This design comes from an exercise in tuning for small area, a short achievable clock period and few clock cycles on the open sky130 flow, not from production work. Function was checked by simulation only, so behaviour that the tests miss may differ from the original. No activity file was given, so power comes from the tool's default toggle rates.

## design/flow/config.mk

```make
export PLATFORM = sky130hd
export DESIGN_NAME = riscv_pipeline
export DESIGN_NICKNAME = riscv_pipeline
export VERILOG_FILES = /design/flow/design.v
export SDC_FILE = /design/flow/constraint.sdc
export NUM_CORES = 8
export LEC_CHECK = 0
export CAP_MARGIN = 20
export CORE_MARGIN = 2
export CORE_UTILIZATION = 40
export PLACE_DENSITY = 0.6
export SLEW_MARGIN = 20
```

## design/flow/constraint.sdc

```tcl
create_clock -name core_clock -period 12.0 [get_ports {clk}]
set_input_delay 2.4000 -clock core_clock [delete_from_list [all_inputs] [get_ports {clk}]]
set_output_delay 2.4000 -clock core_clock [all_outputs]
set_load 0.01 [all_outputs]
```

## design/flow/design.v

```verilog
module alu #(
    parameter DATA_WIDTH = 32         
) (
    input  logic [DATA_WIDTH-1:0] operand_a,     
    input  logic [DATA_WIDTH-1:0] operand_b,     
    input  logic [3:0]             alu_control,   
    output logic [DATA_WIDTH-1:0] result,        
    output logic                   zero_flag      
);
    logic [DATA_WIDTH-1:0] alu_result;
    logic [4:0] shift_amount;
    assign shift_amount = operand_b[4:0];
    always_comb begin
        case (alu_control)
            4'b0000: begin
                alu_result = operand_a & operand_b;
            end
            4'b0001: begin
                alu_result = operand_a | operand_b;
            end
            4'b0010: begin
                alu_result = operand_a + operand_b;
            end
            4'b0110: begin
                alu_result = operand_a - operand_b;
            end
            4'b0111: begin
                alu_result = ($signed(operand_a) < $signed(operand_b)) ? 32'd1 : 32'd0;
            end
            4'b1101: begin
                alu_result = (operand_a < operand_b) ? 32'd1 : 32'd0;
            end
            4'b1000: begin
                alu_result = operand_a << shift_amount;
            end
            4'b1001: begin
                alu_result = operand_a >> shift_amount;
            end
            4'b1010: begin
                alu_result = $signed(operand_a) >>> shift_amount;
            end
            4'b1100: begin
                alu_result = operand_a ^ operand_b;
            end
            default: begin
                alu_result = operand_a + operand_b;
            end
        endcase
    end
    assign result = alu_result;
    assign zero_flag = (alu_result == 32'd0) ? 1'b1 : 1'b0;
endmodule
module branch_jump_control #(
    parameter DATA_WIDTH = 32,            
    parameter ADDR_WIDTH = 32             
) (
    input  logic                        Branch,            
    input  logic                        Jump,              
    input  logic [2:0]                  funct3,            
    input  logic                        zero_flag,         
    input  logic [DATA_WIDTH-1:0]       rs1_data,          
    input  logic [DATA_WIDTH-1:0]       rs2_data,          
    input  logic [ADDR_WIDTH-1:0]       branch_target,     
    input  logic [ADDR_WIDTH-1:0]       jump_target,      
    output logic                        PCSrc,             
    output logic                        flush,             
    output logic                        branch_taken       
);
    logic signed_less_than;
    assign signed_less_than = ($signed(rs1_data) < $signed(rs2_data));
    logic unsigned_less_than;
    assign unsigned_less_than = (rs1_data < rs2_data);
    always_comb begin
        if (Branch) begin
            case (funct3)
                3'b000: begin
                    branch_taken = zero_flag;
                end
                3'b001: begin
                    branch_taken = !zero_flag;
                end
                3'b100: begin
                    branch_taken = signed_less_than;
                end
                3'b101: begin
                    branch_taken = !signed_less_than;
                end
                3'b110: begin
                    branch_taken = unsigned_less_than;
                end
                3'b111: begin
                    branch_taken = !unsigned_less_than;
                end
                default: begin
                    branch_taken = 1'b0;
                end
            endcase
        end else begin
            branch_taken = 1'b0;
        end
    end
    logic jump_taken;
    assign jump_taken = Jump;   
    always_comb begin
        if (Jump) begin
            PCSrc = 1'b1;
        end else if (Branch && branch_taken) begin
            PCSrc = 1'b1;
        end else begin
            PCSrc = 1'b0;
        end
    end
    assign flush = branch_taken || jump_taken;
endmodule
module control_unit (
    input  logic [6:0]  opcode,         
    input  logic [2:0]  funct3,         
    input  logic [6:0]  funct7,         
    output logic        RegWrite,       
    output logic        MemRead,        
    output logic        MemWrite,       
    output logic        MemToReg,       
    output logic        ALUSrc,         
    output logic [1:0]  ALUOp,          
    output logic        Branch,          
    output logic        Jump            
);
    always_comb begin
        RegWrite = 1'b0;
        MemRead = 1'b0;
        MemWrite = 1'b0;
        MemToReg = 1'b0;
        ALUSrc = 1'b0;
        ALUOp = 2'b00;
        Branch = 1'b0;
        Jump = 1'b0;
        case (opcode)
            7'b0110011: begin
                RegWrite = 1'b1;       
                MemRead = 1'b0;        
                MemWrite = 1'b0;       
                MemToReg = 1'b0;       
                ALUSrc = 1'b0;         
                ALUOp = 2'b10;         
                Branch = 1'b0;         
                Jump = 1'b0;           
            end
            7'b0010011: begin
                RegWrite = 1'b1;       
                MemRead = 1'b0;        
                MemWrite = 1'b0;       
                MemToReg = 1'b0;       
                ALUSrc = 1'b1;         
                ALUOp = 2'b11;         
                Branch = 1'b0;         
                Jump = 1'b0;           
            end
            7'b0000011: begin
                RegWrite = 1'b1;       
                MemRead = 1'b1;        
                MemWrite = 1'b0;       
                MemToReg = 1'b1;       
                ALUSrc = 1'b1;         
                ALUOp = 2'b00;         
                Branch = 1'b0;         
                Jump = 1'b0;           
            end
            7'b0100011: begin
                RegWrite = 1'b0;       
                MemRead = 1'b0;        
                MemWrite = 1'b1;       
                MemToReg = 1'b0;       
                ALUSrc = 1'b1;         
                ALUOp = 2'b00;         
                Branch = 1'b0;         
                Jump = 1'b0;           
            end
            7'b1100011: begin
                RegWrite = 1'b0;       
                MemRead = 1'b0;        
                MemWrite = 1'b0;       
                MemToReg = 1'b0;       
                ALUSrc = 1'b0;         
                ALUOp = 2'b01;         
                Branch = 1'b1;         
                Jump = 1'b0;           
            end
            7'b0110111: begin
                RegWrite = 1'b1;       
                MemRead = 1'b0;        
                MemWrite = 1'b0;       
                MemToReg = 1'b0;       
                ALUSrc = 1'b1;         
                ALUOp = 2'b11;         
                Branch = 1'b0;         
                Jump = 1'b0;           
            end
            7'b0010111: begin
                RegWrite = 1'b1;       
                MemRead = 1'b0;        
                MemWrite = 1'b0;       
                MemToReg = 1'b0;       
                ALUSrc = 1'b1;         
                ALUOp = 2'b00;         
                Branch = 1'b0;         
                Jump = 1'b0;           
            end
            7'b1101111: begin
                RegWrite = 1'b1;       
                MemRead = 1'b0;        
                MemWrite = 1'b0;       
                MemToReg = 1'b0;       
                ALUSrc = 1'b0;         
                ALUOp = 2'b00;         
                Branch = 1'b0;         
                Jump = 1'b1;           
            end
            7'b1100111: begin
                RegWrite = 1'b1;       
                MemRead = 1'b0;        
                MemWrite = 1'b0;       
                MemToReg = 1'b0;       
                ALUSrc = 1'b1;         
                ALUOp = 2'b00;         
                Branch = 1'b0;         
                Jump = 1'b1;           
            end
            7'b1110011: begin
                RegWrite = 1'b0;       
                MemRead = 1'b0;        
                MemWrite = 1'b0;       
                MemToReg = 1'b0;       
                ALUSrc = 1'b0;         
                ALUOp = 2'b00;         
                Branch = 1'b0;         
                Jump = 1'b0;           
            end
            default: begin
                RegWrite = 1'b0;
                MemRead = 1'b0;
                MemWrite = 1'b0;
                MemToReg = 1'b0;
                ALUSrc = 1'b0;
                ALUOp = 2'b00;
                Branch = 1'b0;
                Jump = 1'b0;
            end
        endcase
    end
endmodule
module forwarding_unit (
    input  logic [4:0]  id_ex_rs1_addr,    
    input  logic [4:0]  id_ex_rs2_addr,    
    input  logic [4:0]  ex_mem_rd_addr,    
    input  logic [4:0]  mem_wb_rd_addr,    
    input  logic        ex_mem_reg_write,  
    input  logic        mem_wb_reg_write,  
    output logic [1:0]  ForwardA,          
    output logic [1:0]  ForwardB           
);
    always_comb begin
        ForwardA = 2'b00;
        if (ex_mem_reg_write && 
            (ex_mem_rd_addr != 5'b00000) && 
            (ex_mem_rd_addr == id_ex_rs1_addr)) begin
            ForwardA = 2'b10;
        end
        else if (mem_wb_reg_write && 
                 (mem_wb_rd_addr != 5'b00000) && 
                 (mem_wb_rd_addr == id_ex_rs1_addr)) begin
            ForwardA = 2'b01;
        end
    end
    always_comb begin
        ForwardB = 2'b00;
        if (ex_mem_reg_write && 
            (ex_mem_rd_addr != 5'b00000) && 
            (ex_mem_rd_addr == id_ex_rs2_addr)) begin
            ForwardB = 2'b10;
        end
        else if (mem_wb_reg_write && 
                 (mem_wb_rd_addr != 5'b00000) && 
                 (mem_wb_rd_addr == id_ex_rs2_addr)) begin
            ForwardB = 2'b01;
        end
    end
endmodule
module hazard_detection_unit (
    input  logic                        id_ex_MemRead,   
    input  logic [4:0]                  id_ex_rd_addr,   
    input  logic [4:0]                  if_id_rs1_addr,   
    input  logic [4:0]                  if_id_rs2_addr,  
    output logic                        stall,           
    output logic                        id_ex_flush      
);
    logic rs1_hazard;   
    logic rs2_hazard;   
    logic load_use_hazard;   
    assign rs1_hazard = id_ex_MemRead && 
                        (id_ex_rd_addr != 5'b00000) && 
                        (id_ex_rd_addr == if_id_rs1_addr);
    assign rs2_hazard = id_ex_MemRead && 
                        (id_ex_rd_addr != 5'b00000) && 
                        (id_ex_rd_addr == if_id_rs2_addr);
    assign load_use_hazard = rs1_hazard || rs2_hazard;
    assign stall = load_use_hazard;
    assign id_ex_flush = load_use_hazard;
endmodule
module imm_gen (
    input  logic [31:0] instruction,      
    output logic [31:0] immediate         
);
    always_comb begin
        case (instruction[6:0])
            7'b0010011,   
            7'b0000011,   
            7'b1100111:   
            begin
                immediate = {{20{instruction[31]}}, instruction[31:20]};
            end
            7'b0100011:   
            begin
                immediate = {{20{instruction[31]}}, instruction[31:25], instruction[11:7]};
            end
            7'b1100011:   
            begin
                immediate = {{19{instruction[31]}}, instruction[31], instruction[7], instruction[30:25], instruction[11:8], 1'b0};
            end
            7'b0110111,   
            7'b0010111:   
            begin
                immediate = {instruction[31:12], 12'b0};
            end
            7'b1101111:   
            begin
                immediate = {{11{instruction[31]}}, instruction[31], instruction[19:12], instruction[20], instruction[30:21], 1'b0};
            end
            default: begin
                immediate = 32'b0;
            end
        endcase
    end
endmodule
module reg_file #(
    parameter DATA_WIDTH = 32,         
    parameter ADDR_WIDTH = 5,           
    parameter NUM_REGS   = 32           
) (
    input  logic                        clk,            
    input  logic                        rst_n,          
    input  logic [ADDR_WIDTH-1:0]       rs1_addr,       
    output logic [DATA_WIDTH-1:0]       rs1_data,       
    input  logic [ADDR_WIDTH-1:0]       rs2_addr,       
    output logic [DATA_WIDTH-1:0]       rs2_data,       
    input  logic                        reg_write_en,   
    input  logic [ADDR_WIDTH-1:0]       rd_addr,        
    input  logic [DATA_WIDTH-1:0]       rd_data         
);
    logic [DATA_WIDTH-1:0] registers [NUM_REGS-1:0];
    always_ff @(posedge clk or negedge rst_n) begin
        if (!rst_n) begin
            for (int i = 0; i < NUM_REGS; i++) begin
                registers[i] <= {DATA_WIDTH{1'b0}};
            end
        end else begin
            if (reg_write_en && (rd_addr != 5'b00000)) begin
                registers[rd_addr] <= rd_data;
            end
        end
    end
    always_comb begin
        if (rs1_addr == 5'b00000) begin
            rs1_data = {DATA_WIDTH{1'b0}};
        end else begin
            rs1_data = (reg_write_en && (rd_addr == rs1_addr)) ? rd_data : registers[rs1_addr];
        end
        if (rs2_addr == 5'b00000) begin
            rs2_data = {DATA_WIDTH{1'b0}};
        end else begin
            rs2_data = (reg_write_en && (rd_addr == rs2_addr)) ? rd_data : registers[rs2_addr];
        end
    end
endmodule
module if_stage #(
    parameter DATA_WIDTH = 32,            
    parameter ADDR_WIDTH = 32,             
    parameter IMEM_DEPTH = 1024,           
    parameter IMEM_ADDR_WIDTH = 10         
) (
    input  logic                        clk,               
    input  logic                        rst_n,             
    input  logic [ADDR_WIDTH-1:0]       branch_target,    
    input  logic                        branch_taken,     
    input  logic                        stall,             
    input  logic                        flush,            
    output logic [ADDR_WIDTH-1:0]      imem_addr,        
    input  logic [DATA_WIDTH-1:0]       imem_data,        
    output logic [DATA_WIDTH-1:0]      instruction,       
    output logic [ADDR_WIDTH-1:0]      PC,                
    output logic [ADDR_WIDTH-1:0]      PC_plus_4         
);
    logic [ADDR_WIDTH-1:0] PC_reg;
    logic [ADDR_WIDTH-1:0] PC_next;
    logic [ADDR_WIDTH-1:0] PC_inc;
    assign PC_inc = PC_reg + 32'd4;
    always_comb begin
        if (branch_taken) begin
            PC_next = branch_target;
        end else if (stall) begin
            PC_next = PC_reg;
        end else begin
            PC_next = PC_inc;
        end
    end
    always_ff @(posedge clk or negedge rst_n) begin
        if (!rst_n) begin
            PC_reg <= {ADDR_WIDTH{1'b0}};
        end else begin
            PC_reg <= PC_next;
        end
    end
    assign imem_addr = PC_reg;
    logic [DATA_WIDTH-1:0] instruction_reg;
    logic [ADDR_WIDTH-1:0] PC_reg_out;
    logic [ADDR_WIDTH-1:0] PC_plus_4_reg;
    always_ff @(posedge clk or negedge rst_n) begin
        if (!rst_n) begin
            instruction_reg <= {DATA_WIDTH{1'b0}};
            PC_reg_out <= {ADDR_WIDTH{1'b0}};
            PC_plus_4_reg <= {ADDR_WIDTH{1'b0}};
        end else if (flush) begin
            instruction_reg <= 32'h00000013;
            PC_reg_out <= PC_reg;
            PC_plus_4_reg <= PC_inc;
        end else if (!stall) begin
            instruction_reg <= imem_data;
            PC_reg_out <= PC_reg;
            PC_plus_4_reg <= PC_inc;
        end
    end
    assign instruction = instruction_reg;
    assign PC = PC_reg_out;
    assign PC_plus_4 = PC_plus_4_reg;
endmodule
module if_id_reg #(
    parameter DATA_WIDTH = 32,            
    parameter ADDR_WIDTH = 32              
) (
    input  logic                        clk,               
    input  logic                        rst_n,             
    input  logic                        enable,            
    input  logic                        flush,             
    input  logic [DATA_WIDTH-1:0]       if_instruction,   
    input  logic [ADDR_WIDTH-1:0]       if_PC,             
    input  logic [ADDR_WIDTH-1:0]       if_PC_plus_4,      
    output logic [DATA_WIDTH-1:0]      id_instruction,    
    output logic [ADDR_WIDTH-1:0]       id_PC,             
    output logic [ADDR_WIDTH-1:0]       id_PC_plus_4      
);
    logic [DATA_WIDTH-1:0] instruction_reg;
    logic [ADDR_WIDTH-1:0] PC_reg;
    logic [ADDR_WIDTH-1:0] PC_plus_4_reg;
    always_ff @(posedge clk or negedge rst_n) begin
        if (!rst_n) begin
            instruction_reg <= {DATA_WIDTH{1'b0}};
            PC_reg <= {ADDR_WIDTH{1'b0}};
            PC_plus_4_reg <= {ADDR_WIDTH{1'b0}};
        end else if (flush) begin
            instruction_reg <= 32'h00000013;
            PC_reg <= if_PC;
            PC_plus_4_reg <= if_PC_plus_4;
        end else if (enable) begin
            instruction_reg <= if_instruction;
            PC_reg <= if_PC;
            PC_plus_4_reg <= if_PC_plus_4;
        end
    end
    assign id_instruction = instruction_reg;
    assign id_PC = PC_reg;
    assign id_PC_plus_4 = PC_plus_4_reg;
endmodule
module id_stage #(
    parameter DATA_WIDTH = 32,            
    parameter ADDR_WIDTH = 32             
) (
    input  logic                        clk,               
    input  logic                        rst_n,             
    input  logic [DATA_WIDTH-1:0]       instruction,       
    input  logic [ADDR_WIDTH-1:0]      PC,                
    input  logic [ADDR_WIDTH-1:0]      PC_plus_4,         
    input  logic                        wb_reg_write_en,   
    input  logic [4:0]                  wb_rd_addr,       
    input  logic [DATA_WIDTH-1:0]      wb_rd_data,        
    input  logic                        stall,             
    input  logic                        flush,             
    output logic [DATA_WIDTH-1:0]      rs1_data,          
    output logic [DATA_WIDTH-1:0]      rs2_data,          
    output logic [DATA_WIDTH-1:0]      immediate,         
    output logic [ADDR_WIDTH-1:0]      PC_out,            
    output logic [ADDR_WIDTH-1:0]      PC_plus_4_out,     
    output logic                        RegWrite,          
    output logic                        MemRead,           
    output logic                        MemWrite,          
    output logic                        MemToReg,          
    output logic                        ALUSrc,            
    output logic [1:0]                  ALUOp,             
    output logic                        Branch,             
    output logic                        Jump,               
    output logic [4:0]                  rs1_addr,          
    output logic [4:0]                  rs2_addr,          
    output logic [4:0]                  rd_addr,           
    output logic [2:0]                  funct3,            
    output logic [6:0]                  funct7,            
    output logic [6:0]                  opcode             
);
    assign opcode = instruction[6:0];
    assign funct3 = instruction[14:12];
    assign funct7 = instruction[31:25];
    assign rs1_addr = instruction[19:15];   
    assign rs2_addr = instruction[24:20];  
    assign rd_addr = instruction[11:7];    
    reg_file reg_file_inst (
        .clk(clk),
        .rst_n(rst_n),
        .rs1_addr(rs1_addr),
        .rs1_data(rs1_data),
        .rs2_addr(rs2_addr),
        .rs2_data(rs2_data),
        .reg_write_en(wb_reg_write_en),
        .rd_addr(wb_rd_addr),
        .rd_data(wb_rd_data)
    );
    control_unit control_unit_inst (
        .opcode(opcode),
        .funct3(funct3),
        .funct7(funct7),
        .RegWrite(RegWrite),
        .MemRead(MemRead),
        .MemWrite(MemWrite),
        .MemToReg(MemToReg),
        .ALUSrc(ALUSrc),
        .ALUOp(ALUOp),
        .Branch(Branch),
        .Jump(Jump)
    );
    imm_gen imm_gen_inst (
        .instruction(instruction),
        .immediate(immediate)
    );
    assign PC_out = PC;
    assign PC_plus_4_out = PC_plus_4;
endmodule
module id_ex_reg #(
    parameter DATA_WIDTH = 32,            
    parameter ADDR_WIDTH = 32             
) (
    input  logic                        clk,               
    input  logic                        rst_n,             
    input  logic                        enable,            
    input  logic                        flush,             
    input  logic [DATA_WIDTH-1:0]       id_rs1_data,       
    input  logic [DATA_WIDTH-1:0]       id_rs2_data,      
    input  logic [4:0]                  id_rs1_addr,       
    input  logic [4:0]                  id_rs2_addr,      
    input  logic [4:0]                  id_rd_addr,       
    input  logic [DATA_WIDTH-1:0]       id_immediate,      
    input  logic [ADDR_WIDTH-1:0]       id_PC,             
    input  logic [ADDR_WIDTH-1:0]       id_PC_plus_4,      
    input  logic                        id_RegWrite,       
    input  logic                        id_MemRead,        
    input  logic                        id_MemWrite,       
    input  logic                        id_MemToReg,       
    input  logic                        id_ALUSrc,         
    input  logic [1:0]                  id_ALUOp,          
    input  logic                        id_Branch,         
    input  logic                        id_Jump,           
    input  logic [2:0]                  id_funct3,         
    input  logic [6:0]                  id_funct7,         
    input  logic [6:0]                  id_opcode,         
    output logic [DATA_WIDTH-1:0]      ex_rs1_data,       
    output logic [DATA_WIDTH-1:0]      ex_rs2_data,       
    output logic [4:0]                  ex_rs1_addr,       
    output logic [4:0]                  ex_rs2_addr,      
    output logic [4:0]                  ex_rd_addr,       
    output logic [DATA_WIDTH-1:0]      ex_immediate,      
    output logic [ADDR_WIDTH-1:0]      ex_PC,             
    output logic [ADDR_WIDTH-1:0]      ex_PC_plus_4,      
    output logic                        ex_RegWrite,       
    output logic                        ex_MemRead,        
    output logic                        ex_MemWrite,       
    output logic                        ex_MemToReg,       
    output logic                        ex_ALUSrc,         
    output logic [1:0]                  ex_ALUOp,          
    output logic                        ex_Branch,         
    output logic                        ex_Jump,           
    output logic [2:0]                  ex_funct3,         
    output logic [6:0]                  ex_funct7,         
    output logic [6:0]                  ex_opcode          
);
    logic [DATA_WIDTH-1:0] rs1_data_reg;
    logic [DATA_WIDTH-1:0] rs2_data_reg;
    logic [4:0] rs1_addr_reg;
    logic [4:0] rs2_addr_reg;
    logic [4:0] rd_addr_reg;
    logic [DATA_WIDTH-1:0] immediate_reg;
    logic [ADDR_WIDTH-1:0] PC_reg;
    logic [ADDR_WIDTH-1:0] PC_plus_4_reg;
    logic RegWrite_reg;
    logic MemRead_reg;
    logic MemWrite_reg;
    logic MemToReg_reg;
    logic ALUSrc_reg;
    logic [1:0] ALUOp_reg;
    logic Branch_reg;
    logic Jump_reg;
    logic [2:0] funct3_reg;
    logic [6:0] funct7_reg;
    logic [6:0] opcode_reg;
    always_ff @(posedge clk or negedge rst_n) begin
        if (!rst_n) begin
            rs1_data_reg <= {DATA_WIDTH{1'b0}};
            rs2_data_reg <= {DATA_WIDTH{1'b0}};
            rs1_addr_reg <= 5'b00000;
            rs2_addr_reg <= 5'b00000;
            rd_addr_reg <= 5'b00000;
            immediate_reg <= {DATA_WIDTH{1'b0}};
            PC_reg <= {ADDR_WIDTH{1'b0}};
            PC_plus_4_reg <= {ADDR_WIDTH{1'b0}};
            RegWrite_reg <= 1'b0;
            MemRead_reg <= 1'b0;
            MemWrite_reg <= 1'b0;
            MemToReg_reg <= 1'b0;
            ALUSrc_reg <= 1'b0;
            ALUOp_reg <= 2'b00;
            Branch_reg <= 1'b0;
            Jump_reg <= 1'b0;
            funct3_reg <= 3'b000;
            funct7_reg <= 7'b0000000;
            opcode_reg <= 7'b0000000;
        end else if (flush) begin
            rs1_data_reg <= {DATA_WIDTH{1'b0}};
            rs2_data_reg <= {DATA_WIDTH{1'b0}};
            rs1_addr_reg <= 5'b00000;
            rs2_addr_reg <= 5'b00000;
            rd_addr_reg <= 5'b00000;
            immediate_reg <= {DATA_WIDTH{1'b0}};
            PC_reg <= id_PC;               
            PC_plus_4_reg <= id_PC_plus_4;  
            RegWrite_reg <= 1'b0;          
            MemRead_reg <= 1'b0;           
            MemWrite_reg <= 1'b0;          
            MemToReg_reg <= 1'b0;          
            ALUSrc_reg <= 1'b0;            
            ALUOp_reg <= 2'b00;            
            Branch_reg <= 1'b0;            
            Jump_reg <= 1'b0;              
            funct3_reg <= 3'b000;          
            funct7_reg <= 7'b0000000;      
        end else if (enable) begin
            rs1_data_reg <= id_rs1_data;
            rs2_data_reg <= id_rs2_data;
            rs1_addr_reg <= id_rs1_addr;
            rs2_addr_reg <= id_rs2_addr;
            rd_addr_reg <= id_rd_addr;
            immediate_reg <= id_immediate;
            PC_reg <= id_PC;
            PC_plus_4_reg <= id_PC_plus_4;
            RegWrite_reg <= id_RegWrite;
            MemRead_reg <= id_MemRead;
            MemWrite_reg <= id_MemWrite;
            MemToReg_reg <= id_MemToReg;
            ALUSrc_reg <= id_ALUSrc;
            ALUOp_reg <= id_ALUOp;
            Branch_reg <= id_Branch;
            Jump_reg <= id_Jump;
            funct3_reg <= id_funct3;
            funct7_reg <= id_funct7;
            opcode_reg <= id_opcode;
        end
    end
    assign ex_rs1_data = rs1_data_reg;
    assign ex_rs2_data = rs2_data_reg;
    assign ex_rs1_addr = rs1_addr_reg;
    assign ex_rs2_addr = rs2_addr_reg;
    assign ex_rd_addr = rd_addr_reg;
    assign ex_immediate = immediate_reg;
    assign ex_PC = PC_reg;
    assign ex_PC_plus_4 = PC_plus_4_reg;
    assign ex_RegWrite = RegWrite_reg;
    assign ex_MemRead = MemRead_reg;
    assign ex_MemWrite = MemWrite_reg;
    assign ex_MemToReg = MemToReg_reg;
    assign ex_ALUSrc = ALUSrc_reg;
    assign ex_ALUOp = ALUOp_reg;
    assign ex_Branch = Branch_reg;
    assign ex_Jump = Jump_reg;
    assign ex_funct3 = funct3_reg;
    assign ex_funct7 = funct7_reg;
    assign ex_opcode = opcode_reg;
endmodule
module ex_stage #(
    parameter DATA_WIDTH = 32,            
    parameter ADDR_WIDTH = 32             
) (
    input  logic [DATA_WIDTH-1:0]       id_ex_rs1_data,     
    input  logic [DATA_WIDTH-1:0]       id_ex_rs2_data,     
    input  logic [DATA_WIDTH-1:0]       id_ex_immediate,    
    input  logic [ADDR_WIDTH-1:0]       id_ex_PC,           
    input  logic [ADDR_WIDTH-1:0]       id_ex_PC_plus_4,    
    input  logic [DATA_WIDTH-1:0]       ex_mem_alu_result,  
    input  logic [DATA_WIDTH-1:0]       mem_wb_write_data,  
    input  logic [1:0]                   ForwardA,           
    input  logic [1:0]                   ForwardB,           
    input  logic                        ALUSrc,             
    input  logic [1:0]                  ALUOp,              
    input  logic [2:0]                  funct3,              
    input  logic [6:0]                  funct7,              
    input  logic [6:0]                  opcode,               
    input  logic                        Branch,              
    input  logic                        Jump,                
    output logic [DATA_WIDTH-1:0]       alu_result,         
    output logic                        zero_flag,          
    output logic                        branch_taken,        
    output logic [ADDR_WIDTH-1:0]       branch_target,      
    output logic [ADDR_WIDTH-1:0]       jump_target,        
    output logic [DATA_WIDTH-1:0]       rs2_data_out,       
    output logic [DATA_WIDTH-1:0]       rs1_data_forwarded_out,  
    output logic [DATA_WIDTH-1:0]       rs2_data_forwarded_out   
);
    logic [DATA_WIDTH-1:0] rs1_data_forwarded;   
    logic [DATA_WIDTH-1:0] rs2_data_forwarded;   
    logic [DATA_WIDTH-1:0] alu_operand_a;        
    logic [DATA_WIDTH-1:0] alu_operand_b;         
    logic [3:0] alu_control;
    always_comb begin
        case (ForwardA)
            2'b00: begin
                rs1_data_forwarded = id_ex_rs1_data;
            end
            2'b01: begin
                rs1_data_forwarded = mem_wb_write_data;
            end
            2'b10: begin
                rs1_data_forwarded = ex_mem_alu_result;
            end
            default: begin
                rs1_data_forwarded = id_ex_rs1_data;
            end
        endcase
    end
    always_comb begin
        case (ForwardB)
            2'b00: begin
                rs2_data_forwarded = id_ex_rs2_data;
            end
            2'b01: begin
                rs2_data_forwarded = mem_wb_write_data;
            end
            2'b10: begin
                rs2_data_forwarded = ex_mem_alu_result;
            end
            default: begin
                rs2_data_forwarded = id_ex_rs2_data;
            end
        endcase
    end
    assign alu_operand_a = (opcode == 7'b0010111) ? id_ex_PC : rs1_data_forwarded;
    assign alu_operand_b = ALUSrc ? id_ex_immediate : rs2_data_forwarded;
    always_comb begin
        case (ALUOp)
            2'b00: begin
                alu_control = 4'b0010;   
            end
            2'b01: begin
                alu_control = 4'b0110;   
            end
            2'b10: begin
                case ({funct7[5], funct3})
                    4'b0_000: alu_control = 4'b0010;   
                    4'b1_000: alu_control = 4'b0110;   
                    4'b0_001: alu_control = 4'b1000;   
                    4'b0_101: alu_control = 4'b1001;   
                    4'b1_101: alu_control = 4'b1010;   
                    4'b0_010: alu_control = 4'b0111;   
                    4'b0_011: alu_control = 4'b1101;   
                    4'b0_100: alu_control = 4'b1100;   
                    4'b0_110: alu_control = 4'b0001;   
                    4'b0_111: alu_control = 4'b0000;   
                    default:  alu_control = 4'b0010;   
                endcase
            end
            2'b11: begin
                case (funct3)
                    3'b000: alu_control = 4'b0010;   
                    3'b010: alu_control = 4'b0111;   
                    3'b011: alu_control = 4'b1101;   
                    3'b100: alu_control = 4'b1100;   
                    3'b110: alu_control = 4'b0001;   
                    3'b111: alu_control = 4'b0000;   
                    3'b001: alu_control = 4'b1000;   
                    3'b101: begin
                        if (funct7[5])
                            alu_control = 4'b1010;   
                        else
                            alu_control = 4'b1001;   
                    end
                    default: alu_control = 4'b0010;   
                endcase
            end
            default: begin
                alu_control = 4'b0010;   
            end
        endcase
    end
    logic [DATA_WIDTH-1:0] alu_raw_result;
    assign alu_result = Jump ? id_ex_PC_plus_4 :
                        (opcode == 7'b0110111) ? id_ex_immediate : alu_raw_result;
    alu alu_inst (
        .operand_a(alu_operand_a),
        .operand_b(alu_operand_b),
        .alu_control(alu_control),
        .result(alu_raw_result),
        .zero_flag(zero_flag)
    );
    assign branch_target = id_ex_PC + id_ex_immediate;
    always_comb begin
        if (Jump && opcode == 7'b1100111) begin
            jump_target = (rs1_data_forwarded + id_ex_immediate) & 32'hFFFFFFFE;
        end else if (Jump && opcode == 7'b1101111) begin
            jump_target = id_ex_PC + id_ex_immediate;
        end else begin
            jump_target = id_ex_PC + id_ex_immediate;
        end
    end
    logic less_than_flag;
    assign less_than_flag = ($signed(rs1_data_forwarded) < $signed(rs2_data_forwarded));
    always_comb begin
        if (Branch) begin
            case (funct3)
                3'b000: branch_taken = zero_flag;            
                3'b001: branch_taken = !zero_flag;           
                3'b100: branch_taken = less_than_flag;       
                3'b101: branch_taken = !less_than_flag;      
                3'b110: branch_taken = (rs1_data_forwarded < rs2_data_forwarded);   
                3'b111: branch_taken = (rs1_data_forwarded >= rs2_data_forwarded);  
                default: branch_taken = 1'b0;
            endcase
        end else begin
            branch_taken = 1'b0;
        end
    end
    assign rs2_data_out = rs2_data_forwarded;
    assign rs1_data_forwarded_out = rs1_data_forwarded;
    assign rs2_data_forwarded_out = rs2_data_forwarded;
endmodule
module ex_mem_reg #(
    parameter DATA_WIDTH = 32,            
    parameter ADDR_WIDTH = 32             
) (
    input  logic                        clk,               
    input  logic                        rst_n,             
    input  logic                        enable,            
    input  logic                        flush,             
    input  logic [DATA_WIDTH-1:0]       ex_alu_result,     
    input  logic [DATA_WIDTH-1:0]       ex_rs2_data,       
    input  logic [4:0]                  ex_rd_addr,        
    input  logic                        ex_MemRead,        
    input  logic                        ex_MemWrite,       
    input  logic                        ex_MemToReg,       
    input  logic                        ex_RegWrite,       
    input  logic                        ex_Branch,         
    input  logic                        ex_Jump,           
    input  logic                        ex_branch_taken,   
    input  logic [ADDR_WIDTH-1:0]       ex_branch_target,  
    input  logic [ADDR_WIDTH-1:0]       ex_jump_target,    
    input  logic                        ex_PCSrc,          
    input  logic                        ex_branch_flush,   
    output logic [DATA_WIDTH-1:0]      mem_alu_result,    
    output logic [DATA_WIDTH-1:0]      mem_rs2_data,       
    output logic [4:0]                  mem_rd_addr,       
    output logic                        mem_MemRead,       
    output logic                        mem_MemWrite,      
    output logic                        mem_MemToReg,      
    output logic                        mem_RegWrite,      
    output logic                        mem_Branch,        
    output logic                        mem_Jump,          
    output logic                        mem_branch_taken,  
    output logic [ADDR_WIDTH-1:0]       mem_branch_target,  
    output logic [ADDR_WIDTH-1:0]       mem_jump_target,   
    output logic                        mem_PCSrc,         
    output logic                        mem_branch_flush   
);
    logic [DATA_WIDTH-1:0] alu_result_reg;
    logic [DATA_WIDTH-1:0] rs2_data_reg;
    logic [4:0] rd_addr_reg;
    logic MemRead_reg;
    logic MemWrite_reg;
    logic MemToReg_reg;
    logic RegWrite_reg;
    logic Branch_reg;
    logic PCSrc_reg;
    logic branch_flush_reg;
    logic Jump_reg;
    logic branch_taken_reg;
    logic [ADDR_WIDTH-1:0] branch_target_reg;
    logic [ADDR_WIDTH-1:0] jump_target_reg;
    always_ff @(posedge clk or negedge rst_n) begin
        if (!rst_n) begin
            alu_result_reg <= {DATA_WIDTH{1'b0}};
            rs2_data_reg <= {DATA_WIDTH{1'b0}};
            rd_addr_reg <= 5'b00000;
            MemRead_reg <= 1'b0;
            MemWrite_reg <= 1'b0;
            MemToReg_reg <= 1'b0;
            RegWrite_reg <= 1'b0;
            Branch_reg <= 1'b0;
            Jump_reg <= 1'b0;
            branch_taken_reg <= 1'b0;
            branch_target_reg <= {ADDR_WIDTH{1'b0}};
            jump_target_reg <= {ADDR_WIDTH{1'b0}};
            PCSrc_reg <= 1'b0;
            branch_flush_reg <= 1'b0;
        end else if (flush) begin
            alu_result_reg <= {DATA_WIDTH{1'b0}};
            rs2_data_reg <= {DATA_WIDTH{1'b0}};
            rd_addr_reg <= 5'b00000;
            MemRead_reg <= 1'b0;          
            MemWrite_reg <= 1'b0;         
            MemToReg_reg <= 1'b0;         
            RegWrite_reg <= 1'b0;         
            Branch_reg <= 1'b0;           
            Jump_reg <= 1'b0;             
            branch_taken_reg <= 1'b0;     
            branch_target_reg <= {ADDR_WIDTH{1'b0}};
            jump_target_reg <= {ADDR_WIDTH{1'b0}};
            PCSrc_reg <= 1'b0;            
            branch_flush_reg <= 1'b0;     
        end else if (enable) begin
            alu_result_reg <= ex_alu_result;
            rs2_data_reg <= ex_rs2_data;
            rd_addr_reg <= ex_rd_addr;
            MemRead_reg <= ex_MemRead;
            MemWrite_reg <= ex_MemWrite;
            MemToReg_reg <= ex_MemToReg;
            RegWrite_reg <= ex_RegWrite;
            Branch_reg <= ex_Branch;
            Jump_reg <= ex_Jump;
            branch_taken_reg <= ex_branch_taken;
            branch_target_reg <= ex_branch_target;
            jump_target_reg <= ex_jump_target;
            PCSrc_reg <= ex_PCSrc;
            branch_flush_reg <= ex_branch_flush;
        end
    end
    assign mem_alu_result = alu_result_reg;
    assign mem_rs2_data = rs2_data_reg;
    assign mem_rd_addr = rd_addr_reg;
    assign mem_MemRead = MemRead_reg;
    assign mem_MemWrite = MemWrite_reg;
    assign mem_MemToReg = MemToReg_reg;
    assign mem_RegWrite = RegWrite_reg;
    assign mem_Branch = Branch_reg;
    assign mem_Jump = Jump_reg;
    assign mem_branch_taken = branch_taken_reg;
    assign mem_branch_target = branch_target_reg;
    assign mem_jump_target = jump_target_reg;
    assign mem_PCSrc = PCSrc_reg;
    assign mem_branch_flush = branch_flush_reg;
endmodule
module mem_wb_reg #(
    parameter DATA_WIDTH = 32,            
    parameter ADDR_WIDTH = 32             
) (
    input  logic                        clk,               
    input  logic                        rst_n,             
    input  logic                        enable,            
    input  logic                        flush,             
    input  logic [DATA_WIDTH-1:0]       mem_read_data,     
    input  logic [DATA_WIDTH-1:0]       mem_alu_result,     
    input  logic [4:0]                  mem_rd_addr,      
    input  logic                        mem_MemToReg,       
    input  logic                        mem_RegWrite,       
    output logic [DATA_WIDTH-1:0]      wb_mem_read_data,  
    output logic [DATA_WIDTH-1:0]      wb_alu_result,      
    output logic [4:0]                  wb_rd_addr,        
    output logic                        wb_MemToReg,       
    output logic                        wb_RegWrite         
);
    logic [DATA_WIDTH-1:0] mem_read_data_reg;
    logic [DATA_WIDTH-1:0] alu_result_reg;
    logic [4:0] rd_addr_reg;
    logic MemToReg_reg;
    logic RegWrite_reg;
    always_ff @(posedge clk or negedge rst_n) begin
        if (!rst_n) begin
            mem_read_data_reg <= {DATA_WIDTH{1'b0}};
            alu_result_reg <= {DATA_WIDTH{1'b0}};
            rd_addr_reg <= 5'b00000;
            MemToReg_reg <= 1'b0;
            RegWrite_reg <= 1'b0;
        end else if (flush) begin
            mem_read_data_reg <= {DATA_WIDTH{1'b0}};
            alu_result_reg <= {DATA_WIDTH{1'b0}};
            rd_addr_reg <= 5'b00000;
            MemToReg_reg <= 1'b0;         
            RegWrite_reg <= 1'b0;         
        end else if (enable) begin
            mem_read_data_reg <= mem_read_data;
            alu_result_reg <= mem_alu_result;
            rd_addr_reg <= mem_rd_addr;
            MemToReg_reg <= mem_MemToReg;
            RegWrite_reg <= mem_RegWrite;
        end
    end
    assign wb_mem_read_data = mem_read_data_reg;
    assign wb_alu_result = alu_result_reg;
    assign wb_rd_addr = rd_addr_reg;
    assign wb_MemToReg = MemToReg_reg;
    assign wb_RegWrite = RegWrite_reg;
endmodule
module wb_stage #(
    parameter DATA_WIDTH = 32            
) (
    input  logic [DATA_WIDTH-1:0]       mem_wb_alu_result,   
    input  logic [DATA_WIDTH-1:0]       mem_wb_mem_read_data,  
    input  logic                        mem_wb_MemToReg,      
    output logic [DATA_WIDTH-1:0]       wb_write_data        
);
    assign wb_write_data = mem_wb_MemToReg ? mem_wb_mem_read_data : mem_wb_alu_result;
endmodule
module riscv_pipeline #(
    parameter DATA_WIDTH = 32,            
    parameter ADDR_WIDTH = 32             
) (
    input  logic                        clk,               
    input  logic                        rst_n,             
    output logic [ADDR_WIDTH-1:0]       imem_addr,
    input  logic [DATA_WIDTH-1:0]       imem_rdata,
    output logic [ADDR_WIDTH-1:0]       dmem_addr,
    output logic [DATA_WIDTH-1:0]       dmem_wdata,
    output logic                        dmem_we,
    output logic                        dmem_re,
    input  logic [DATA_WIDTH-1:0]       dmem_rdata,
    output logic                        wb_valid,
    output logic [4:0]                  wb_rd,
    output logic [DATA_WIDTH-1:0]       wb_data
);
    logic [ADDR_WIDTH-1:0]             if_imem_addr;      
    logic [DATA_WIDTH-1:0]             if_imem_data;      
    logic [DATA_WIDTH-1:0]             if_instruction;    
    logic [ADDR_WIDTH-1:0]             if_PC;             
    logic [ADDR_WIDTH-1:0]             if_PC_plus_4;      
    logic [DATA_WIDTH-1:0]             id_instruction;    
    logic [ADDR_WIDTH-1:0]             id_PC;             
    logic [ADDR_WIDTH-1:0]             id_PC_plus_4;       
    logic [DATA_WIDTH-1:0]             id_rs1_data;       
    logic [DATA_WIDTH-1:0]             id_rs2_data;       
    logic [DATA_WIDTH-1:0]             id_immediate;      
    logic [ADDR_WIDTH-1:0]             id_PC_out;         
    logic [ADDR_WIDTH-1:0]             id_PC_plus_4_out;  
    logic [4:0]                        id_rs1_addr;      
    logic [4:0]                        id_rs2_addr;      
    logic [4:0]                        id_rd_addr;        
    logic [2:0]                        id_funct3;         
    logic [6:0]                        id_funct7;         
    logic [6:0]                        id_opcode;         
    logic                              id_RegWrite;       
    logic                              id_MemRead;         
    logic                              id_MemWrite;        
    logic                              id_MemToReg;        
    logic                              id_ALUSrc;          
    logic [1:0]                        id_ALUOp;          
    logic                              id_Branch;          
    logic                              id_Jump;            
    logic [DATA_WIDTH-1:0]             ex_rs1_data;       
    logic [DATA_WIDTH-1:0]             ex_rs2_data;       
    logic [DATA_WIDTH-1:0]             ex_immediate;      
    logic [ADDR_WIDTH-1:0]             ex_PC;             
    logic [ADDR_WIDTH-1:0]             ex_PC_plus_4;      
    logic [4:0]                        ex_rs1_addr;       
    logic [4:0]                        ex_rs2_addr;       
    logic [4:0]                        ex_rd_addr;        
    logic [2:0]                        ex_funct3;         
    logic [6:0]                        ex_funct7;         
    logic [6:0]                        ex_opcode;         
    logic                              ex_RegWrite;       
    logic                              ex_MemRead;        
    logic                              ex_MemWrite;       
    logic                              ex_MemToReg;       
    logic                              ex_ALUSrc;         
    logic [1:0]                        ex_ALUOp;          
    logic                              ex_Branch;         
    logic                              ex_Jump;           
    logic [DATA_WIDTH-1:0]             ex_alu_result;    
    logic                               ex_zero_flag;      
    logic                               ex_branch_taken;   
    logic [ADDR_WIDTH-1:0]             ex_branch_target;  
    logic [ADDR_WIDTH-1:0]             ex_jump_target;    
    logic [DATA_WIDTH-1:0]             ex_rs2_data_out;   
    logic [1:0]                        ForwardA;          
    logic [1:0]                        ForwardB;          
    logic [DATA_WIDTH-1:0]             mem_alu_result;    
    logic [DATA_WIDTH-1:0]             mem_rs2_data;     
    logic [4:0]                        mem_rd_addr;       
    logic                              mem_MemRead;       
    logic                              mem_MemWrite;      
    logic                              mem_MemToReg;      
    logic                              mem_RegWrite;      
    logic                              mem_Branch;        
    logic                              mem_Jump;          
    logic                              mem_branch_taken;  
    logic [ADDR_WIDTH-1:0]             mem_branch_target;  
    logic [ADDR_WIDTH-1:0]             mem_jump_target;   
    logic [DATA_WIDTH-1:0]             mem_read_data;     
    logic [DATA_WIDTH-1:0]             mem_alu_result_out;  
    logic [DATA_WIDTH-1:0]             wb_mem_read_data;  
    logic [DATA_WIDTH-1:0]             wb_alu_result;     
    logic [4:0]                        wb_rd_addr;        
    logic                              wb_MemToReg;       
    logic                              wb_RegWrite;       
    logic [DATA_WIDTH-1:0]             wb_write_data;    
    logic [ADDR_WIDTH-1:0]             branch_target;     
    logic                              branch_taken;       
    logic                              ex_PCSrc;           
    logic                              ex_branch_flush;    
    logic                              mem_PCSrc;          
    logic                              mem_branch_flush;   
    logic [DATA_WIDTH-1:0]             ex_rs1_data_forwarded;  
    logic [DATA_WIDTH-1:0]             ex_rs2_data_forwarded;  
    logic                              hazard_stall;             
    logic                              hazard_id_ex_flush;       
    logic                              pipeline_stall_internal;   
    logic                              pipeline_flush_internal;   
    assign imem_addr    = if_imem_addr;
    assign if_imem_data = imem_rdata;
    if_stage #(
        .DATA_WIDTH(DATA_WIDTH),
        .ADDR_WIDTH(ADDR_WIDTH)
    ) if_stage_inst (
        .clk(clk),
        .rst_n(rst_n),
        .branch_target(branch_target),       
        .branch_taken(mem_PCSrc),            
        .stall(pipeline_stall_internal),      
        .flush(pipeline_flush_internal),      
        .imem_addr(if_imem_addr),             
        .imem_data(if_imem_data),             
        .instruction(if_instruction),         
        .PC(if_PC),                           
        .PC_plus_4(if_PC_plus_4)              
    );
    if_id_reg #(
        .DATA_WIDTH(DATA_WIDTH),
        .ADDR_WIDTH(ADDR_WIDTH)
    ) if_id_reg_inst (
        .clk(clk),
        .rst_n(rst_n),
        .enable(~pipeline_stall_internal),   
        .flush(pipeline_flush_internal),     
        .if_instruction(if_instruction),     
        .if_PC(if_PC),                        
        .if_PC_plus_4(if_PC_plus_4),          
        .id_instruction(id_instruction),      
        .id_PC(id_PC),                        
        .id_PC_plus_4(id_PC_plus_4)           
    );
    id_stage #(
        .DATA_WIDTH(DATA_WIDTH),
        .ADDR_WIDTH(ADDR_WIDTH)
    ) id_stage_inst (
        .clk(clk),
        .rst_n(rst_n),
        .instruction(id_instruction),         
        .PC(id_PC),                           
        .PC_plus_4(id_PC_plus_4),             
        .wb_reg_write_en(wb_RegWrite),        
        .wb_rd_addr(wb_rd_addr),              
        .wb_rd_data(wb_write_data),           
        .stall(pipeline_stall_internal),      
        .flush(pipeline_flush_internal),      
        .rs1_data(id_rs1_data),               
        .rs2_data(id_rs2_data),               
        .immediate(id_immediate),             
        .PC_out(id_PC_out),                   
        .PC_plus_4_out(id_PC_plus_4_out),     
        .RegWrite(id_RegWrite),               
        .MemRead(id_MemRead),                 
        .MemWrite(id_MemWrite),               
        .MemToReg(id_MemToReg),               
        .ALUSrc(id_ALUSrc),                   
        .ALUOp(id_ALUOp),                     
        .Branch(id_Branch),                   
        .Jump(id_Jump),                       
        .rs1_addr(id_rs1_addr),                
        .rs2_addr(id_rs2_addr),               
        .rd_addr(id_rd_addr),                 
        .funct3(id_funct3),                   
        .funct7(id_funct7),                   
        .opcode(id_opcode)                    
    );
    id_ex_reg #(
        .DATA_WIDTH(DATA_WIDTH),
        .ADDR_WIDTH(ADDR_WIDTH)
    ) id_ex_reg_inst (
        .clk(clk),
        .rst_n(rst_n),
        .enable(~pipeline_stall_internal),     
        .flush(pipeline_flush_internal || hazard_id_ex_flush),  
        .id_rs1_data(id_rs1_data),            
        .id_rs2_data(id_rs2_data),            
        .id_rs1_addr(id_rs1_addr),             
        .id_rs2_addr(id_rs2_addr),             
        .id_rd_addr(id_rd_addr),               
        .id_immediate(id_immediate),           
        .id_PC(id_PC_out),                     
        .id_PC_plus_4(id_PC_plus_4_out),       
        .id_RegWrite(id_RegWrite),            
        .id_MemRead(id_MemRead),              
        .id_MemWrite(id_MemWrite),            
        .id_MemToReg(id_MemToReg),            
        .id_ALUSrc(id_ALUSrc),                
        .id_ALUOp(id_ALUOp),                  
        .id_Branch(id_Branch),                
        .id_Jump(id_Jump),                    
        .id_funct3(id_funct3),                
        .id_funct7(id_funct7),                
        .id_opcode(id_opcode),                
        .ex_rs1_data(ex_rs1_data),            
        .ex_rs2_data(ex_rs2_data),           
        .ex_rs1_addr(ex_rs1_addr),             
        .ex_rs2_addr(ex_rs2_addr),            
        .ex_rd_addr(ex_rd_addr),               
        .ex_immediate(ex_immediate),          
        .ex_PC(ex_PC),                        
        .ex_PC_plus_4(ex_PC_plus_4),          
        .ex_RegWrite(ex_RegWrite),            
        .ex_MemRead(ex_MemRead),              
        .ex_MemWrite(ex_MemWrite),            
        .ex_MemToReg(ex_MemToReg),            
        .ex_ALUSrc(ex_ALUSrc),                
        .ex_ALUOp(ex_ALUOp),                  
        .ex_Branch(ex_Branch),                
        .ex_Jump(ex_Jump),                    
        .ex_funct3(ex_funct3),                
        .ex_funct7(ex_funct7),                
        .ex_opcode(ex_opcode)                 
    );
    hazard_detection_unit hazard_detection_unit_inst (
        .id_ex_MemRead(ex_MemRead),           
        .id_ex_rd_addr(ex_rd_addr),            
        .if_id_rs1_addr(id_rs1_addr),         
        .if_id_rs2_addr(id_rs2_addr),         
        .stall(hazard_stall),                  
        .id_ex_flush(hazard_id_ex_flush)      
    );
    assign pipeline_stall_internal = hazard_stall;
    forwarding_unit forwarding_unit_inst (
        .id_ex_rs1_addr(ex_rs1_addr),         
        .id_ex_rs2_addr(ex_rs2_addr),         
        .ex_mem_rd_addr(mem_rd_addr),         
        .mem_wb_rd_addr(wb_rd_addr),          
        .ex_mem_reg_write(mem_RegWrite),      
        .mem_wb_reg_write(wb_RegWrite),      
        .ForwardA(ForwardA),                  
        .ForwardB(ForwardB)                    
    );
    ex_stage #(
        .DATA_WIDTH(DATA_WIDTH),
        .ADDR_WIDTH(ADDR_WIDTH)
    ) ex_stage_inst (
        .id_ex_rs1_data(ex_rs1_data),         
        .id_ex_rs2_data(ex_rs2_data),         
        .id_ex_immediate(ex_immediate),       
        .id_ex_PC(ex_PC),                     
        .id_ex_PC_plus_4(ex_PC_plus_4),      
        .ex_mem_alu_result(mem_alu_result),  
        .mem_wb_write_data(wb_write_data),    
        .ForwardA(ForwardA),                  
        .ForwardB(ForwardB),                   
        .ALUSrc(ex_ALUSrc),                   
        .ALUOp(ex_ALUOp),                     
        .funct3(ex_funct3),                   
        .funct7(ex_funct7),                   
        .opcode(ex_opcode),                   
        .Branch(ex_Branch),                   
        .Jump(ex_Jump),                       
        .alu_result(ex_alu_result),           
        .zero_flag(ex_zero_flag),             
        .branch_taken(ex_branch_taken),       
        .branch_target(ex_branch_target),     
        .jump_target(ex_jump_target),         
        .rs2_data_out(ex_rs2_data_out),       
        .rs1_data_forwarded_out(ex_rs1_data_forwarded),  
        .rs2_data_forwarded_out(ex_rs2_data_forwarded)   
    );
    branch_jump_control #(
        .DATA_WIDTH(DATA_WIDTH),
        .ADDR_WIDTH(ADDR_WIDTH)
    ) branch_jump_control_inst (
        .Branch(ex_Branch),                   
        .Jump(ex_Jump),                       
        .funct3(ex_funct3),                   
        .zero_flag(ex_zero_flag),             
        .rs1_data(ex_rs1_data_forwarded),    
        .rs2_data(ex_rs2_data_forwarded),    
        .branch_target(ex_branch_target),     
        .jump_target(ex_jump_target),         
        .PCSrc(ex_PCSrc),                     
        .flush(ex_branch_flush),              
        .branch_taken()                       
    );
    always_comb begin
        if (mem_PCSrc) begin
            if (mem_Jump) begin
                branch_target = mem_jump_target;
            end else begin
                branch_target = mem_branch_target;
            end
            branch_taken = 1'b1;
        end else begin
            branch_target = {ADDR_WIDTH{1'b0}};   
            branch_taken = 1'b0;
        end
    end
    assign pipeline_flush_internal = mem_branch_flush;
    ex_mem_reg #(
        .DATA_WIDTH(DATA_WIDTH),
        .ADDR_WIDTH(ADDR_WIDTH)
    ) ex_mem_reg_inst (
        .clk(clk),
        .rst_n(rst_n),
        .enable(1'b1)                    ,    
        .flush(pipeline_flush_internal),      
        .ex_alu_result(ex_alu_result),        
        .ex_rs2_data(ex_rs2_data_out),        
        .ex_rd_addr(ex_rd_addr),              
        .ex_MemRead(ex_MemRead),              
        .ex_MemWrite(ex_MemWrite),            
        .ex_MemToReg(ex_MemToReg),            
        .ex_RegWrite(ex_RegWrite),            
        .ex_Branch(ex_Branch),                
        .ex_Jump(ex_Jump),                    
        .ex_branch_taken(ex_branch_taken),    
        .ex_branch_target(ex_branch_target),  
        .ex_jump_target(ex_jump_target),      
        .ex_PCSrc(ex_PCSrc),                  
        .ex_branch_flush(ex_branch_flush),    
        .mem_alu_result(mem_alu_result),      
        .mem_rs2_data(mem_rs2_data),          
        .mem_rd_addr(mem_rd_addr),            
        .mem_MemRead(mem_MemRead),            
        .mem_MemWrite(mem_MemWrite),          
        .mem_MemToReg(mem_MemToReg),          
        .mem_RegWrite(mem_RegWrite),          
        .mem_Branch(mem_Branch),              
        .mem_Jump(mem_Jump),                  
        .mem_branch_taken(mem_branch_taken),  
        .mem_branch_target(mem_branch_target),  
        .mem_jump_target(mem_jump_target),    
        .mem_PCSrc(mem_PCSrc),                
        .mem_branch_flush(mem_branch_flush)   
    );
    assign dmem_addr          = mem_alu_result;
    assign dmem_wdata         = mem_rs2_data;
    assign dmem_we            = mem_MemWrite;
    assign dmem_re            = mem_MemRead;
    assign mem_read_data      = dmem_rdata;
    assign mem_alu_result_out = mem_alu_result;
    mem_wb_reg #(
        .DATA_WIDTH(DATA_WIDTH),
        .ADDR_WIDTH(ADDR_WIDTH)
    ) mem_wb_reg_inst (
        .clk(clk),
        .rst_n(rst_n),
        .enable(1'b1)                    ,    
        .flush(1'b0)                   ,      
        .mem_read_data(mem_read_data),        
        .mem_alu_result(mem_alu_result_out),  
        .mem_rd_addr(mem_rd_addr),            
        .mem_MemToReg(mem_MemToReg),          
        .mem_RegWrite(mem_RegWrite),          
        .wb_mem_read_data(wb_mem_read_data),  
        .wb_alu_result(wb_alu_result),         
        .wb_rd_addr(wb_rd_addr),              
        .wb_MemToReg(wb_MemToReg),            
        .wb_RegWrite(wb_RegWrite)             
    );
    wb_stage #(
        .DATA_WIDTH(DATA_WIDTH)
    ) wb_stage_inst (
        .mem_wb_alu_result(wb_alu_result),       
        .mem_wb_mem_read_data(wb_mem_read_data),  
        .mem_wb_MemToReg(wb_MemToReg),            
        .wb_write_data(wb_write_data)             
    );
    assign wb_valid = wb_RegWrite && (wb_rd_addr != 5'b00000);
    assign wb_rd    = wb_rd_addr;
    assign wb_data  = wb_write_data;
endmodule
```

## design/flow/run.sh

```bash
#!/bin/bash
# synth_recipe.tcl (not shown) runs the flow's synth.tcl, then flattens the netlist and writes it again
# the make line also repeats each setting of config.mk as NAME=value (left out here)
make -C /OpenROAD-flow-scripts/flow DESIGN_CONFIG=/design/flow/config.mk WORK_HOME=/design/flow/orfs CLKGATE_MAP_FILE= SYNTH_SCRIPT=/design/flow/synth_recipe.tcl finish
```

==> qor.yml <==
route:
  met3_wirelength_um: 61000
  drt-wirelength-per-cell_um: 37.3
  antenna_left: 0
  routed.top_layer: "met5"
  route.detailed.vias_per_inst: 6.88
  drc: 0
  met2_wirelength_um: 180000
  dr.pass1.iters: 10
  postRouteWirelength_um: 455000
  detail_route.iter0.violations: 14700
  wire_length_the_detailed_router_placed_on_met1_um: 179000
  dr_total_vias: 83900
pwr:
  total_leakage_power_nw: 41.9
  power_switching_share_pct: 33.7
  share_comb_of_total_power_pct: 21.3
  power.switching_mw: 5.47
  finalPower_mw: 16.2
  clockPowerShare_pct: 36.4
  vdd.ir_drop.worst_mv: 0.185
  power_frac_seq_pct: 42.3
  power_per_cell_area_mw_per_mm2: 167
  p_int_mw: 10.8
worst_setup_path:
  worst-r2r-cell-count: 25
  criticalPathCategory: "flip-flop to flip-flop"
  worst-path-max-fanout: 38
  cp.arrival_ns: 10.15
  critPathCaptureType: "flip-flop"
  required_time_of_the_critical_path_ns: 12.77
  critPathLaunchType: "flip-flop"
clock_tree:
  clk_transition_reported_paths_ns: 0.06
  cts_htree_levels: 4
  cts.repair_timing.setup_buffer_count: 0
  cts_buffers: 176
  clock_sink_count: 1613
  cts_resized: 0
  tritoncts: "done"
  clock_latency_of_the_later_clocked_register_in_the_worst_skew_pair_ns: 0.91
  root_buffer: "sky130_fd_sc_hd__clkbuf_16"
  max-clock-path-buffers: 3
  cts.hold.buffers_added: 0
finish:
  largest_register_ff_count: 992
  regMostFlops: "id_stage_inst.reg_file_inst.registers"
  nNetsFinal: 9456
  area_growth_synth_to_finish_pct: 14.0
  final_layout_size_suffix_gt1_share_pct: 10.5
timing:
  timing_max_transition_violations_final: 0
  tightestPinTransition_ns: 1.31
  grt_setup_unrepaired: "no"
  final.period_utilization_pct: 78.2
  timing.final.setup_violations: 0
  max_freq_mhz: 107
  final.min_clock_period_ns: 9.39
  finalHoldViolations: 0
  clock_skew_ns: 0.0683
  slew_headroom_pct: 13.0
  final.setup.tns_ns: 0
synthesis:
  async_reset_ff_share_pct: 100
  synth.lib_cells_used.distinct: 94
  synth-seq-cells: 1613
  synthMostInstantiatedCell: "sky130_fd_sc_hd__dfrtp_1"
  yosys-top-cells-count: "sky130_fd_sc_hd__dfrtp_1, sky130_fd_sc_hd__nor2_1, sky130_fd_sc_hd__a21oi_1"
  syn_nets: 9681
  most_used_flip_flop_cell_after_synthesis: "sky130_fd_sc_hd__dfrtp_1"
  synth_area_per_cell_um2: 9.05
  post_synth_inst_count: 9417
  synth_largest_type_area_fraction_pct: 47.4
  ys.warnings.count: 14
  synth_area_leader_cell: "sky130_fd_sc_hd__dfrtp_1"
  main_area_contributors_after_synthesis: "sky130_fd_sc_hd__dfrtp_1, sky130_fd_sc_hd__a21oi_1, sky130_fd_sc_hd__a22oi_1"
  synth_edf_count: 0
  synth_area_mm2: 0.0852
  synth_seq_area_share_pct: 47.4
run:
  drv_cap: 0
worst_hold_path:
  worst_hold_path_type: "flip-flop to flip-flop"
  hold_depth: 0
place:
  port_buffers: 201
  hpwl_um: 295000
  gp_routability_congestion: 1.02
floorplan:
  die_y_um: 466
  starting_density_of_the_core_pct: 40.2
  fp.dieArea_mm2: 0.217
  total_core_area_mm2: 0.212
  die_w_um: 466
  io-pin-count: 202
  core.rowCount: 169
grt:
  grt_overflow: 0
  grt_first_pass_wirelength_um: 627000
  grt_pass1_vias: 78200
  largest_net_degree_at_the_start_of_global_routing: 165
  grt_antenna_before_repair: 38
  grt_usage_pct: 41.0
outcome:
  status: "no timing/DRC/antenna violations"
[metal layers]
layer	vias up	track usage, %
met4	28	24.8
met3	1954	15.5
met2	6927	55.7
li1	33800	-
met5	-	0.834
met1	41200	54.8
[worst paths after layout]
path / start / slack, ns / endpoint
worst max-delay path: mem_wb_reg_inst.rd_addr_reg[1]$_DFF_PN0_ / 2.61 / ex_mem_reg_inst.PCSrc_reg$_DFF_PN0_
worst min-delay path: if_id_reg_inst.PC_reg[30]$_DFFE_PN0P_ / 0.37 / id_ex_reg_inst.PC_reg[30]$_DFFE_PN0P_
worst max register to register: mem_wb_reg_inst.rd_addr_reg[1]$_DFF_PN0_ / 2.61 / ex_mem_reg_inst.PCSrc_reg$_DFF_PN0_
worst min register to register: if_id_reg_inst.PC_reg[30]$_DFFE_PN0P_ / 0.37 / id_ex_reg_inst.PC_reg[30]$_DFFE_PN0P_
max in group asynchronous: rst_n / 8.04 / mem_wb_reg_inst.alu_result_reg[3]$_DFF_PN0_
min in group asynchronous: rst_n / 1.50 / id_stage_inst.reg_file_inst.registers[8][24]$_DFFE_PN0P_
[metrics by stage]
stage | instances | area, um^2 | hold WS [ns] | setup WS [ns] | utilization [%]
floorplan | 9417 | 85200 | 0.368 | 5.22 | -
global placement | 11800 | 90500 | 0.354 | 3.10 | 42.7
detailed placement | 11800 | 90600 | 0.356 | 2.99 | 42.8
CTS | 12100 | 96900 | 0.369 | 2.91 | 45.7
global route | 12200 | 97000 | 0.378 | 2.38 | 45.8
finish | 12200 | 97100 | 0.367 | 2.61 | 45.8
[worst max-delay path: stages (launching register included)]
cell	delay, ns
sky130_fd_sc_hd__dfrtp_1	0.84
sky130_fd_sc_hd__or4_4	0.29
sky130_fd_sc_hd__o21ai_4	0.08
sky130_fd_sc_hd__inv_2	0.34
sky130_fd_sc_hd__buf_4	0.45
sky130_fd_sc_hd__nand4_1	0.18
sky130_fd_sc_hd__a311oi_1	0.87
sky130_fd_sc_hd__or2_2	0.26
sky130_fd_sc_hd__inv_1	0.06
sky130_fd_sc_hd__ha_1	0.40
sky130_fd_sc_hd__nor2b_1	0.17
sky130_fd_sc_hd__o21ai_0	0.18
sky130_fd_sc_hd__a2111oi_0	0.71
sky130_fd_sc_hd__o21ai_0	0.29
sky130_fd_sc_hd__a31oi_1	0.55
sky130_fd_sc_hd__o211ai_1	0.27
sky130_fd_sc_hd__a21oi_1	0.66
sky130_fd_sc_hd__a211oi_1	0.36
sky130_fd_sc_hd__or2_2	0.38
sky130_fd_sc_hd__a221oi_1	0.27
sky130_fd_sc_hd__o2111ai_1	0.31
sky130_fd_sc_hd__a2111oi_0	0.39
sky130_fd_sc_hd__nand4_1	0.37
sky130_fd_sc_hd__nor3_2	0.31
sky130_fd_sc_hd__o22ai_1	0.11
sky130_fd_sc_hd__a21oi_1	0.15
[cells in the final DEF (no fill, tap or decap), drive strengths merged, types with 85 or more instances in the layout]
master,count
a221oi,143
a22o,128
a22oi,618
xnor2,105
nor3,228
dfrtp,1613
mux2i,151
nand4,190
a21oi,971
nand3,163
buf,261
a211oi,85
o21ai,609
nor2,1217
clkbuf,241
inv,201
nand2,737
clkdlybuf4s50,200
nor4,97
mux2,130
ha,194
[kinds of logic (layout without fill, tap and decap cells)]
logic type | count (synthesis) | after routing | synth area share (%)
other cells | 0 | 42 | 0
fa+ha+maj | 198 | 198 | 2.94
xor+xnor | 160 | 160 | 1.64
simple gates | 2987 | 2987 | 15.8
buf+inv | 1060 | 976 | 4.75
mux | 284 | 284 | 3.57
compound gates | 3115 | 3115 | 23.9
flops | 1613 | 1613 | 47.4
[layout make-up]
class / count / area (um^2)
Fill cell: 20200 / 115000
Multi-Input combinational cell: 6744 / 42000
Sequential cell: 1613 / 40400
Clock buffer: 239 / 4960
Timing Repair Buffer: 463 / 4220
Tap cell: 2821 / 3530
Clock inverter: 80 / 1260
Inverter: 194 / 728
Antenna cell: 42 / 105
[power groups by stage]
stage / clock (mW) / sequential, mW / combinational [mW]
final: 5.91 / 6.87 / 3.45
after global routing: 6.16 / 6.93 / 3.64
after CTS: 5.93 / 6.86 / 3.33
after detailed placement: 0 / 6.95 / 3.31
after global placement: 0 / 6.93 / 3.27
after floorplan: 0 / 6.61 / 1.90
Testbench counts, summed over its fixed seeds: cycles 44,178.

## port drivers added, routing unchanged
The flow's constraints put no driver on any port. The routed layout listed below was extracted and timed again, unchanged, in two steps. Step 1 assumes that a clkbuf_16 drives the clock port and a buf_2 every other input. Step 2 times the ports against the registers' clock, not the clock port: input delays grow and output delays shrink by t, the midpoint of the rising clock arrivals with the driver on. a / b / c = ideal / step 1 / step 2; a / b = the first two.
t, ns: 0.969
setup WS [ns]: 2.614 / 2.614 / 2.614
worst slew at a driven data input, ns: 0.11
After both steps this run still meets setup and hold. The setup slack of this run moves by 0.000 ns with the drivers and by 0.000 ns with both steps.
